What follows belongs to an exercise in optimizing a design on an open flow for small area and a short achievable clock period; a production flow would make more cautious choices. Function was checked by simulation only, so behaviour that the tests miss may differ from the original. No activity file was given, so power comes from the tool's default toggle rates.

==> inputs of trial 90 <==
Design KF6845, start of the top module:
module KF6845 (
    input   logic           clock,
    input   logic           video_clock_enable,
    input   logic           reset,
    input   logic           CS_N,
    input   logic           RS,
    input   logic           ENABLE,
    input   logic           R_OR_W,
    input   logic   [7:0]   D_IN,
    output  logic   [7:0]   D_OUT,
    input   logic           LPSTB,
    output  logic           CURSOR,
    output  logic           HSYNC,
    output  logic           VSYNC,
    output  logic   [4:0]   RA,
    output  logic   [13:0]  MA,
    output  logic           DE
);
clock: 4.0 ns
lec_check: 0
cap_margin: 20
core_margin: 2
core_utilization: 40
slew_margin: 20
run.sh (not shown) runs the stock make flow with config.mk's settings and CLKGATE_MAP_FILE= SYNTH_SCRIPT=/design/flow/synth_recipe.tcl, a recipe that flattens the netlist after the stock synthesis.
==> trial 41: changes against trial 90 <==
--- a/flow/config.mk
+++ b/flow/config.mk
@@ -7,5 +7,6 @@
 export LEC_CHECK = 0
 export CAP_MARGIN = 20
 export CORE_MARGIN = 2
-export CORE_UTILIZATION = 40
+export CORE_UTILIZATION = 60
+export SETUP_SLACK_MARGIN = 1.5
 export SLEW_MARGIN = 20
==> run notes <==
Net Sw Frac: trial 90 32.4%; trial 41 32.3%
Final period utilization: trial 90 91.5%; trial 41 69.5%
Data arrival, critical path: trial 90 2.86 ns; trial 41 1.98 ns
Global Route met2 Usage: trial 90 29.3%; trial 41 42.7%
Slowest cell on the critical path: trial 90 sky130_fd_sc_hd__nor4b_1; trial 41 sky130_fd_sc_hd__dfstp_2
Core outline area: trial 90 0.0296 mm^2; trial 41 0.0195 mm^2
Total area of multi-input combinational cells: trial 90 0.00535 mm^2; trial 41 0.00602 mm^2
Detailed-route wire length: trial 90 28300 um; trial 41 28600 um
Non-Clock Buffer Area Fraction: trial 90 4.40%; trial 41 6.68%
Maximum single-stage delay on the critical path: trial 90 0.52 ns; trial 41 0.53 ns
Vias per inst: trial 90 5.35; trial 41 5.90
Power attributed to sequential cells: trial 90 3.76 mW; trial 41 3.81 mW
Result of the run: trial 90 no timing/DRC/antenna violations; trial 41 no timing/DRC/antenna violations
Power dissipated in the clock network: trial 90 2.68 mW; trial 41 2.83 mW
Clock latency on the worst-skew pair: trial 90 0.55 ns; trial 41 0.53 ns
Routed len/inst: trial 90 18.4 um; trial 41 19.7 um
Initial detailed-routing violation count: trial 90 536; trial 41 442


==> inputs of run a <==
KF6845, a different RTL version from the one above (not shown whole).
export LEC_CHECK = 0
export ABC_AREA = 1
export CAP_MARGIN = 20
export CORE_MARGIN = 2
export CORE_UTILIZATION = 60
export CTS_BUF_LIST = sky130_fd_sc_hd__clkbuf_8
export SETUP_SLACK_MARGIN = 2.3
export SLEW_MARGIN = 20
export TNS_END_PERCENT = 20
create_clock -name core_clock -period 4.0 [get_ports {clock}]
==> inputs of run b, as changes to run a <==
--- a/flow/design.v
+++ b/flow/design.v
@@ -15,51 +15,35 @@
     always_ff @(posedge clock) begin
         latch_data  <= D_IN;
     end
     assign  internal_data_bus   = latch_data;
     logic           wr_addr_arm;
     logic           wr_reg_arm;
-    logic           wr_vt_arm;
-    logic           wr_adj_arm;
-    logic           wr_msl_arm;
     wire    sel_wr  = ENABLE & ~CS_N & ~R_OR_W;
     assign  read_next   = ENABLE & ~CS_N &  R_OR_W & RS;
     always_ff @(posedge clock, posedge reset) begin
         if (reset) begin
             wr_addr_arm     <= 1'b0;
             wr_reg_arm      <= 1'b0;
-            wr_vt_arm       <= 1'b0;
-            wr_adj_arm      <= 1'b0;
-            wr_msl_arm      <= 1'b0;
         end
         else begin
             wr_addr_arm     <= sel_wr & ~RS;
             wr_reg_arm      <= sel_wr &  RS;
-            wr_vt_arm       <= sel_wr &  RS & (address == 5'h04);
-            wr_adj_arm      <= sel_wr &  RS & (address == 5'h05);
-            wr_msl_arm      <= sel_wr &  RS & (address == 5'h09);
         end
     end
     always_ff @(posedge clock, posedge reset) begin
         if (reset)
             address             <= 5'h00;
         else if (wr_addr_arm & ~ENABLE)
             address             <= latch_data[4:0];
     end
     wire    write_reg   = wr_reg_arm & ~ENABLE;
     genvar i;
     generate
         for (i = 0; i < 16; i = i + 1) begin : g_we
-            if (i == 4)
-                assign  write_register[i]   = wr_vt_arm & ~ENABLE;
-            else if (i == 5)
-                assign  write_register[i]   = wr_adj_arm & ~ENABLE;
-            else if (i == 9)
-                assign  write_register[i]   = wr_msl_arm & ~ENABLE;
-            else
-                assign  write_register[i]   = write_reg & (address == i);
+            assign  write_register[i]   = write_reg & (address == i);
         end
     endgenerate
 endmodule
 module KF6845_Horizontal_Control (
     input   logic           clock,
     input   logic           video_clock_enable,
@@ -221,16 +205,15 @@
             if (write_maximum_scan_line_register)
                 maximum_scan_line       <= internal_data_bus[4:0];
         end
     end
     logic   [4:0]   scan_line_counter;
     logic   [6:0]   character_row_counter;
-    logic   [1:0]   interlace;
+    logic           interlace_video;     
     logic           odd_or_even;
     logic           Vadjust;
-    logic           ra_base;
     logic   [3:0]   Vsync_counter;
     logic           Vsync_odd;
     logic           Vsync_even;
     logic           scan_line_match;
     logic           adjust_match;
     logic           adjust_match_m1;
@@ -304,43 +287,44 @@
                               Scanline_End_at ? (~vdisp_inc & V_Display) : v_display_hold;
     wire    vsync_start     = Scanline_End_at & (V_total_at ? vsp_zero : vsp_inc);
     always_ff @(posedge clock, posedge reset) begin
         if (reset) begin
             scan_line_counter       <= 5'h00;
             character_row_counter   <= 7'h00;
-            interlace               <= 2'b00;
+            interlace_video         <= 1'b0;
             odd_or_even             <= 1'b1;
             Vadjust                 <= 1'b0;
             V_Display               <= 1'b0;
-            ra_base                 <= 1'b0;
+            RA                      <= 5'h00;
             Vsync_counter           <= 4'h0;
             Vsync_odd               <= 1'b0;
             Vsync_even              <= 1'b0;
         end
         else begin
             V_Display               <= video_clock_enable ? v_display_event : v_display_hold;
             if (video_clock_enable) begin
                 if (V_total_at)
                     character_row_counter   <= 7'h00;
                 else if (Scanline_End_at)
                     character_row_counter   <= character_row_counter + 7'h01;
                 if (V_total_at) begin
-                    interlace           <= interlace_mode;
+                    interlace_video     <= &interlace_mode;
                     odd_or_even         <= ~interlace_mode[0] | ~odd_or_even;
                 end
                 if (V_total_at)
                     Vadjust             <= 1'b0;
                 else if (Scanline_End_at & row_match)
                     Vadjust             <= 1'b1;
                 if (Horizontal) begin
                     if (v_total_match | scan_line_match) begin
                         scan_line_counter   <= 5'h00;
-                        ra_base             <= (&interlace) & odd_or_even;
+                        RA                  <= {4'h0, interlace_video & odd_or_even};
                     end
                     else begin
                         scan_line_counter   <= scan_line_counter + 5'h01;
+                        RA                  <= RA + {3'h0, interlace_video, ~interlace_video};
                     end
                     if (vsync_start) begin
                         Vsync_odd           <= 1'b1;
                         Vsync_counter       <= 4'h0;
                     end
                     else begin
@@ -352,14 +336,12 @@
                 if (Horizontal_Half)
                     Vsync_even          <= Vsync_odd;
             end
         end
     end
     assign  VSYNC   = odd_or_even ? Vsync_odd : Vsync_even;
-    assign  RA      = (&interlace) ? {scan_line_counter[3:0], ra_base}
-                                   : scan_line_counter + {4'h0, ra_base};
 endmodule
 module KF6845_Linear_Address_Generator (
     input   logic           clock,
     input   logic           video_clock_enable,
     input   logic           reset,
     input   logic   [7:0]   internal_data_bus,
@@ -613,18 +595,20 @@
             5'h0F:   read_data  = cursor_address[7:0];
             5'h10:   read_data  = {2'b00, next_light_pen[13:8]};
             5'h11:   read_data  = next_light_pen[7:0];
             default: read_data  = 8'hFF;
         endcase
     end
+    logic   [7:0]   D_OUT_n;
     always_ff @(posedge clock, posedge reset) begin
         if (reset)
-            D_OUT   <= 8'hFF;
+            D_OUT_n <= 8'h00;
         else
-            D_OUT   <= read_next ? read_data : 8'hFF;
+            D_OUT_n <= read_next ? ~read_data : 8'h00;
     end
+    assign  D_OUT   = ~D_OUT_n;
     always_ff @(posedge clock, posedge reset) begin
         if (reset) begin
             CURSOR  <= 1'b0;
             HSYNC   <= 1'b0;
             VSYNC   <= 1'b0;
             RA      <= 5'h0;
==> flow/flow/run.sh (new file) <==
#!/bin/bash
set -euo pipefail
export BUFFER_PORTS_ARGS="-buffer_cell sky130_fd_sc_hd__buf_2"
export CTS_ARGS="-sink_clustering_enable -repair_clock_nets -sink_clustering_size 16 -sink_clustering_max_diameter 60 -buf_list sky130_fd_sc_hd__clkbuf_8 -dont_use_dummy_load"
bash standard.sh finish > flow_make.log 2>&1
==> flow/standard.sh (new file) <==
#!/bin/bash
# synth_recipe.tcl (not shown) runs the flow's synth.tcl, then flattens the netlist and writes it again
# the make line also repeats each setting of config.mk as NAME=value (left out here)
make -C /OpenROAD-flow-scripts/flow DESIGN_CONFIG=/design/flow/config.mk WORK_HOME=/design/flow/orfs CLKGATE_MAP_FILE= SYNTH_SCRIPT=/design/flow/synth_recipe.tcl "${@:-finish}"
Settings changed: CORE_UTILIZATION 60 to 50, CTS_BUF_LIST sky130_fd_sc_hd__clkbuf_8 to not set, SETUP_SLACK_MARGIN 2.3 to 2.0, TNS_END_PERCENT 20 to not set.
removed: flow/run.sh
==> inputs of run c, as changes to run a <==
--- a/flow/design.v
+++ b/flow/design.v
@@ -15,51 +15,35 @@
     always_ff @(posedge clock) begin
         latch_data  <= D_IN;
     end
     assign  internal_data_bus   = latch_data;
     logic           wr_addr_arm;
     logic           wr_reg_arm;
-    logic           wr_vt_arm;
-    logic           wr_adj_arm;
-    logic           wr_msl_arm;
     wire    sel_wr  = ENABLE & ~CS_N & ~R_OR_W;
     assign  read_next   = ENABLE & ~CS_N &  R_OR_W & RS;
     always_ff @(posedge clock, posedge reset) begin
         if (reset) begin
             wr_addr_arm     <= 1'b0;
             wr_reg_arm      <= 1'b0;
-            wr_vt_arm       <= 1'b0;
-            wr_adj_arm      <= 1'b0;
-            wr_msl_arm      <= 1'b0;
         end
         else begin
             wr_addr_arm     <= sel_wr & ~RS;
             wr_reg_arm      <= sel_wr &  RS;
-            wr_vt_arm       <= sel_wr &  RS & (address == 5'h04);
-            wr_adj_arm      <= sel_wr &  RS & (address == 5'h05);
-            wr_msl_arm      <= sel_wr &  RS & (address == 5'h09);
         end
     end
     always_ff @(posedge clock, posedge reset) begin
         if (reset)
             address             <= 5'h00;
         else if (wr_addr_arm & ~ENABLE)
             address             <= latch_data[4:0];
     end
     wire    write_reg   = wr_reg_arm & ~ENABLE;
     genvar i;
     generate
         for (i = 0; i < 16; i = i + 1) begin : g_we
-            if (i == 4)
-                assign  write_register[i]   = wr_vt_arm & ~ENABLE;
-            else if (i == 5)
-                assign  write_register[i]   = wr_adj_arm & ~ENABLE;
-            else if (i == 9)
-                assign  write_register[i]   = wr_msl_arm & ~ENABLE;
-            else
-                assign  write_register[i]   = write_reg & (address == i);
+            assign  write_register[i]   = write_reg & (address == i);
         end
     endgenerate
 endmodule
 module KF6845_Horizontal_Control (
     input   logic           clock,
     input   logic           video_clock_enable,
@@ -100,13 +84,13 @@
     logic   [7:0]   counter_plus_one;
     wire    [7:0]   next_horizontal_counter = Horizontal ? 8'h00 : counter_plus_one;
     always_ff @(posedge clock, posedge reset) begin
         if (reset)
             counter_plus_one    <= 8'h00;
         else if (video_clock_enable)
-            counter_plus_one    <= next_horizontal_counter + 8'h01;
+            counter_plus_one    <= Horizontal ? 8'h01 : counter_plus_one + 8'h01;
     end
     wire    wire_Horizontal         = (next_horizontal_counter == horizontal_total);
     wire    wire_Horizontal_Half    = (next_horizontal_counter == {1'b0, horizontal_total[7:1]});
     wire    wire_Horizontal_End     = (next_horizontal_counter == horizontal_displayed);
     wire    wire_Sync_Start         = (next_horizontal_counter == horizontal_sync_position);
     logic   [3:0]   horizontal_sync_width_counter;
@@ -221,16 +205,15 @@
             if (write_maximum_scan_line_register)
                 maximum_scan_line       <= internal_data_bus[4:0];
         end
     end
     logic   [4:0]   scan_line_counter;
     logic   [6:0]   character_row_counter;
-    logic   [1:0]   interlace;
+    logic           interlace_video;     
     logic           odd_or_even;
     logic           Vadjust;
-    logic           ra_base;
     logic   [3:0]   Vsync_counter;
     logic           Vsync_odd;
     logic           Vsync_even;
     logic           scan_line_match;
     logic           adjust_match;
     logic           adjust_match_m1;
@@ -304,43 +287,44 @@
                               Scanline_End_at ? (~vdisp_inc & V_Display) : v_display_hold;
     wire    vsync_start     = Scanline_End_at & (V_total_at ? vsp_zero : vsp_inc);
     always_ff @(posedge clock, posedge reset) begin
         if (reset) begin
             scan_line_counter       <= 5'h00;
             character_row_counter   <= 7'h00;
-            interlace               <= 2'b00;
+            interlace_video         <= 1'b0;
             odd_or_even             <= 1'b1;
             Vadjust                 <= 1'b0;
             V_Display               <= 1'b0;
-            ra_base                 <= 1'b0;
+            RA                      <= 5'h00;
             Vsync_counter           <= 4'h0;
             Vsync_odd               <= 1'b0;
             Vsync_even              <= 1'b0;
         end
         else begin
             V_Display               <= video_clock_enable ? v_display_event : v_display_hold;
             if (video_clock_enable) begin
                 if (V_total_at)
                     character_row_counter   <= 7'h00;
                 else if (Scanline_End_at)
                     character_row_counter   <= character_row_counter + 7'h01;
                 if (V_total_at) begin
-                    interlace           <= interlace_mode;
+                    interlace_video     <= &interlace_mode;
                     odd_or_even         <= ~interlace_mode[0] | ~odd_or_even;
                 end
                 if (V_total_at)
                     Vadjust             <= 1'b0;
                 else if (Scanline_End_at & row_match)
                     Vadjust             <= 1'b1;
                 if (Horizontal) begin
                     if (v_total_match | scan_line_match) begin
                         scan_line_counter   <= 5'h00;
-                        ra_base             <= (&interlace) & odd_or_even;
+                        RA                  <= {4'h0, interlace_video & odd_or_even};
                     end
                     else begin
                         scan_line_counter   <= scan_line_counter + 5'h01;
+                        RA                  <= RA + {3'h0, interlace_video, ~interlace_video};
                     end
                     if (vsync_start) begin
                         Vsync_odd           <= 1'b1;
                         Vsync_counter       <= 4'h0;
                     end
                     else begin
@@ -352,14 +336,12 @@
                 if (Horizontal_Half)
                     Vsync_even          <= Vsync_odd;
             end
         end
     end
     assign  VSYNC   = odd_or_even ? Vsync_odd : Vsync_even;
-    assign  RA      = (&interlace) ? {scan_line_counter[3:0], ra_base}
-                                   : scan_line_counter + {4'h0, ra_base};
 endmodule
 module KF6845_Linear_Address_Generator (
     input   logic           clock,
     input   logic           video_clock_enable,
     input   logic           reset,
     input   logic   [7:0]   internal_data_bus,
@@ -613,18 +595,20 @@
             5'h0F:   read_data  = cursor_address[7:0];
             5'h10:   read_data  = {2'b00, next_light_pen[13:8]};
             5'h11:   read_data  = next_light_pen[7:0];
             default: read_data  = 8'hFF;
         endcase
     end
+    logic   [7:0]   D_OUT_n;
     always_ff @(posedge clock, posedge reset) begin
         if (reset)
-            D_OUT   <= 8'hFF;
+            D_OUT_n <= 8'h00;
         else
-            D_OUT   <= read_next ? read_data : 8'hFF;
+            D_OUT_n <= read_next ? ~read_data : 8'h00;
     end
+    assign  D_OUT   = ~D_OUT_n;
     always_ff @(posedge clock, posedge reset) begin
         if (reset) begin
             CURSOR  <= 1'b0;
             HSYNC   <= 1'b0;
             VSYNC   <= 1'b0;
             RA      <= 5'h0;
==> flow/flow/run.sh (new file) <==
#!/bin/bash
set -euo pipefail
export BUFFER_PORTS_ARGS="-buffer_cell sky130_fd_sc_hd__buf_2"
export CTS_ARGS="-sink_clustering_enable -repair_clock_nets -sink_clustering_size 16 -sink_clustering_max_diameter 60 -buf_list sky130_fd_sc_hd__clkbuf_8 -dont_use_dummy_load"
bash standard.sh finish > flow_make.log 2>&1
==> flow/standard.sh (new file) <==
#!/bin/bash
# synth_recipe.tcl (not shown) runs the flow's synth.tcl, then flattens the netlist and writes it again
# the make line also repeats each setting of config.mk as NAME=value (left out here)
make -C /OpenROAD-flow-scripts/flow DESIGN_CONFIG=/design/flow/config.mk WORK_HOME=/design/flow/orfs CLKGATE_MAP_FILE= SYNTH_SCRIPT=/design/flow/synth_recipe.tcl "${@:-finish}"
Settings changed: CAP_MARGIN 20 to 5, CTS_BUF_LIST sky130_fd_sc_hd__clkbuf_8 to not set, PLACE_DENSITY set to 0.75, SETUP_SLACK_MARGIN 2.3 to 2.05, SLEW_MARGIN 20 to 5, TNS_END_PERCENT 20 to not set.
removed: flow/run.sh
==> inputs of run d, as changes to run a <==
--- a/flow/design.v
+++ b/flow/design.v
@@ -221,16 +221,15 @@
             if (write_maximum_scan_line_register)
                 maximum_scan_line       <= internal_data_bus[4:0];
         end
     end
     logic   [4:0]   scan_line_counter;
     logic   [6:0]   character_row_counter;
-    logic   [1:0]   interlace;
+    logic           interlace_video;     
     logic           odd_or_even;
     logic           Vadjust;
-    logic           ra_base;
     logic   [3:0]   Vsync_counter;
     logic           Vsync_odd;
     logic           Vsync_even;
     logic           scan_line_match;
     logic           adjust_match;
     logic           adjust_match_m1;
@@ -304,43 +303,44 @@
                               Scanline_End_at ? (~vdisp_inc & V_Display) : v_display_hold;
     wire    vsync_start     = Scanline_End_at & (V_total_at ? vsp_zero : vsp_inc);
     always_ff @(posedge clock, posedge reset) begin
         if (reset) begin
             scan_line_counter       <= 5'h00;
             character_row_counter   <= 7'h00;
-            interlace               <= 2'b00;
+            interlace_video         <= 1'b0;
             odd_or_even             <= 1'b1;
             Vadjust                 <= 1'b0;
             V_Display               <= 1'b0;
-            ra_base                 <= 1'b0;
+            RA                      <= 5'h00;
             Vsync_counter           <= 4'h0;
             Vsync_odd               <= 1'b0;
             Vsync_even              <= 1'b0;
         end
         else begin
             V_Display               <= video_clock_enable ? v_display_event : v_display_hold;
             if (video_clock_enable) begin
                 if (V_total_at)
                     character_row_counter   <= 7'h00;
                 else if (Scanline_End_at)
                     character_row_counter   <= character_row_counter + 7'h01;
                 if (V_total_at) begin
-                    interlace           <= interlace_mode;
+                    interlace_video     <= &interlace_mode;
                     odd_or_even         <= ~interlace_mode[0] | ~odd_or_even;
                 end
                 if (V_total_at)
                     Vadjust             <= 1'b0;
                 else if (Scanline_End_at & row_match)
                     Vadjust             <= 1'b1;
                 if (Horizontal) begin
                     if (v_total_match | scan_line_match) begin
                         scan_line_counter   <= 5'h00;
-                        ra_base             <= (&interlace) & odd_or_even;
+                        RA                  <= {4'h0, interlace_video & odd_or_even};
                     end
                     else begin
                         scan_line_counter   <= scan_line_counter + 5'h01;
+                        RA                  <= RA + {3'h0, interlace_video, ~interlace_video};
                     end
                     if (vsync_start) begin
                         Vsync_odd           <= 1'b1;
                         Vsync_counter       <= 4'h0;
                     end
                     else begin
@@ -352,14 +352,12 @@
                 if (Horizontal_Half)
                     Vsync_even          <= Vsync_odd;
             end
         end
     end
     assign  VSYNC   = odd_or_even ? Vsync_odd : Vsync_even;
-    assign  RA      = (&interlace) ? {scan_line_counter[3:0], ra_base}
-                                   : scan_line_counter + {4'h0, ra_base};
 endmodule
 module KF6845_Linear_Address_Generator (
     input   logic           clock,
     input   logic           video_clock_enable,
     input   logic           reset,
     input   logic   [7:0]   internal_data_bus,
@@ -613,18 +611,20 @@
             5'h0F:   read_data  = cursor_address[7:0];
             5'h10:   read_data  = {2'b00, next_light_pen[13:8]};
             5'h11:   read_data  = next_light_pen[7:0];
             default: read_data  = 8'hFF;
         endcase
     end
+    logic   [7:0]   D_OUT_n;
     always_ff @(posedge clock, posedge reset) begin
         if (reset)
-            D_OUT   <= 8'hFF;
+            D_OUT_n <= 8'h00;
         else
-            D_OUT   <= read_next ? read_data : 8'hFF;
+            D_OUT_n <= read_next ? ~read_data : 8'h00;
     end
+    assign  D_OUT   = ~D_OUT_n;
     always_ff @(posedge clock, posedge reset) begin
         if (reset) begin
             CURSOR  <= 1'b0;
             HSYNC   <= 1'b0;
             VSYNC   <= 1'b0;
             RA      <= 5'h0;
==> flow/flow/run.sh (new file) <==
#!/bin/bash
set -euo pipefail
export BUFFER_PORTS_ARGS="-buffer_cell sky130_fd_sc_hd__buf_4"
export CTS_ARGS="-repair_clock_nets -buf_list sky130_fd_sc_hd__clkbuf_8 -dont_use_dummy_load"
bash standard.sh finish > flow_make.log 2>&1
==> flow/standard.sh (new file) <==
#!/bin/bash
# synth_recipe.tcl (not shown) runs the flow's synth.tcl, then flattens the netlist and writes it again
# the make line also repeats each setting of config.mk as NAME=value (left out here)
make -C /OpenROAD-flow-scripts/flow DESIGN_CONFIG=/design/flow/config.mk WORK_HOME=/design/flow/orfs CLKGATE_MAP_FILE= SYNTH_SCRIPT=/design/flow/synth_recipe.tcl "${@:-finish}"
Settings changed: CTS_BUF_LIST sky130_fd_sc_hd__clkbuf_8 to not set, SETUP_SLACK_MARGIN 2.3 to 2.1, TNS_END_PERCENT 20 to not set.
removed: flow/run.sh
==> qor summary <==
quantity	run d	run c	run b	run a
Relative contribution of the clock network to total power	23.1%	18.1%	18.0%	26.4%
Highest fanout seen on the critical path	1	2	33	1
Worst reg2reg setup slack	2.15 ns	2.10 ns	2.05 ns	2.12 ns
Max Fclk	516.1 MHz	525.2 MHz	512.7 MHz	504.0 MHz
Non-clock buffer count in the final layout	106	88	73	125
Crit path largest cell delay	0.38 ns	0.41 ns	0.62 ns	0.53 ns
Outcome	no timing/DRC/antenna violations	no timing/DRC/antenna violations	no timing/DRC/antenna violations	no timing/DRC/antenna violations
Sequential share of power	44.4%	51.9%	49.3%	42.6%
Die width	150.2 um	148.6 um	163.5 um	149.3 um
Final standard cell utilization of the core	70.48%	68.04%	55.34%	72.77%
Floorplan Core Area	21020 um2	20360 um2	25110 um2	20890 um2
Critical path depth in cells	2	1	7	1
Uppermost routed layer	met4	met5	met4	met4
Worst setup path category	register to output port	register to output port	register to register	register to output port
Detailed-routed wire length on met2	15830 um	14500 um	14680 um	15910 um
Proportion of total power due to net switching	36.43%	35.89%	37.88%	35.97%

[afterwards: timing with drivers on the ports]
The results above use ideal ports. As a check the final layouts listed here were re-extracted and re-timed, cells and wires unchanged.
Step 1 (the two cells are an assumption about what drives the block):
set clk [get_ports {clock}]
set_driving_cell -lib_cell sky130_fd_sc_hd__clkbuf_16 $clk
set_driving_cell -lib_cell sky130_fd_sc_hd__buf_2 [delete_from_list [all_inputs] $clk]
Step 2 also shifts input and output timing later by t, the mid clock arrival at the registers, as if the neighbouring blocks saw the same clock.
Three values: no drivers, after step 1, after step 2; two values: the first two.
run	t (ns)	slack for setup (ns)	worst setup path at the end	worst slew at a driven data input, ns
trial 90	0.589	0.338 / 0.290 / 0.470	input to register	0.04
trial 41	0.571	1.221 / 1.174 / 1.001	input to register	0.05
run a	0.590	2.016 / 1.970 / 1.629	input to register	0.04
run b	0.592	2.050 / 2.043 / 1.562	input to register	0.06
run c	0.570	2.096 / 2.056 / 1.598	input to register	0.04
run d	0.617	2.062 / 2.015 / 1.620	input to register	0.04
After both steps setup and hold are still met in every run listed. For run c, which loses most, drivers alone change the setup slack by -0.040 ns; drivers and shift together by -0.498 ns.
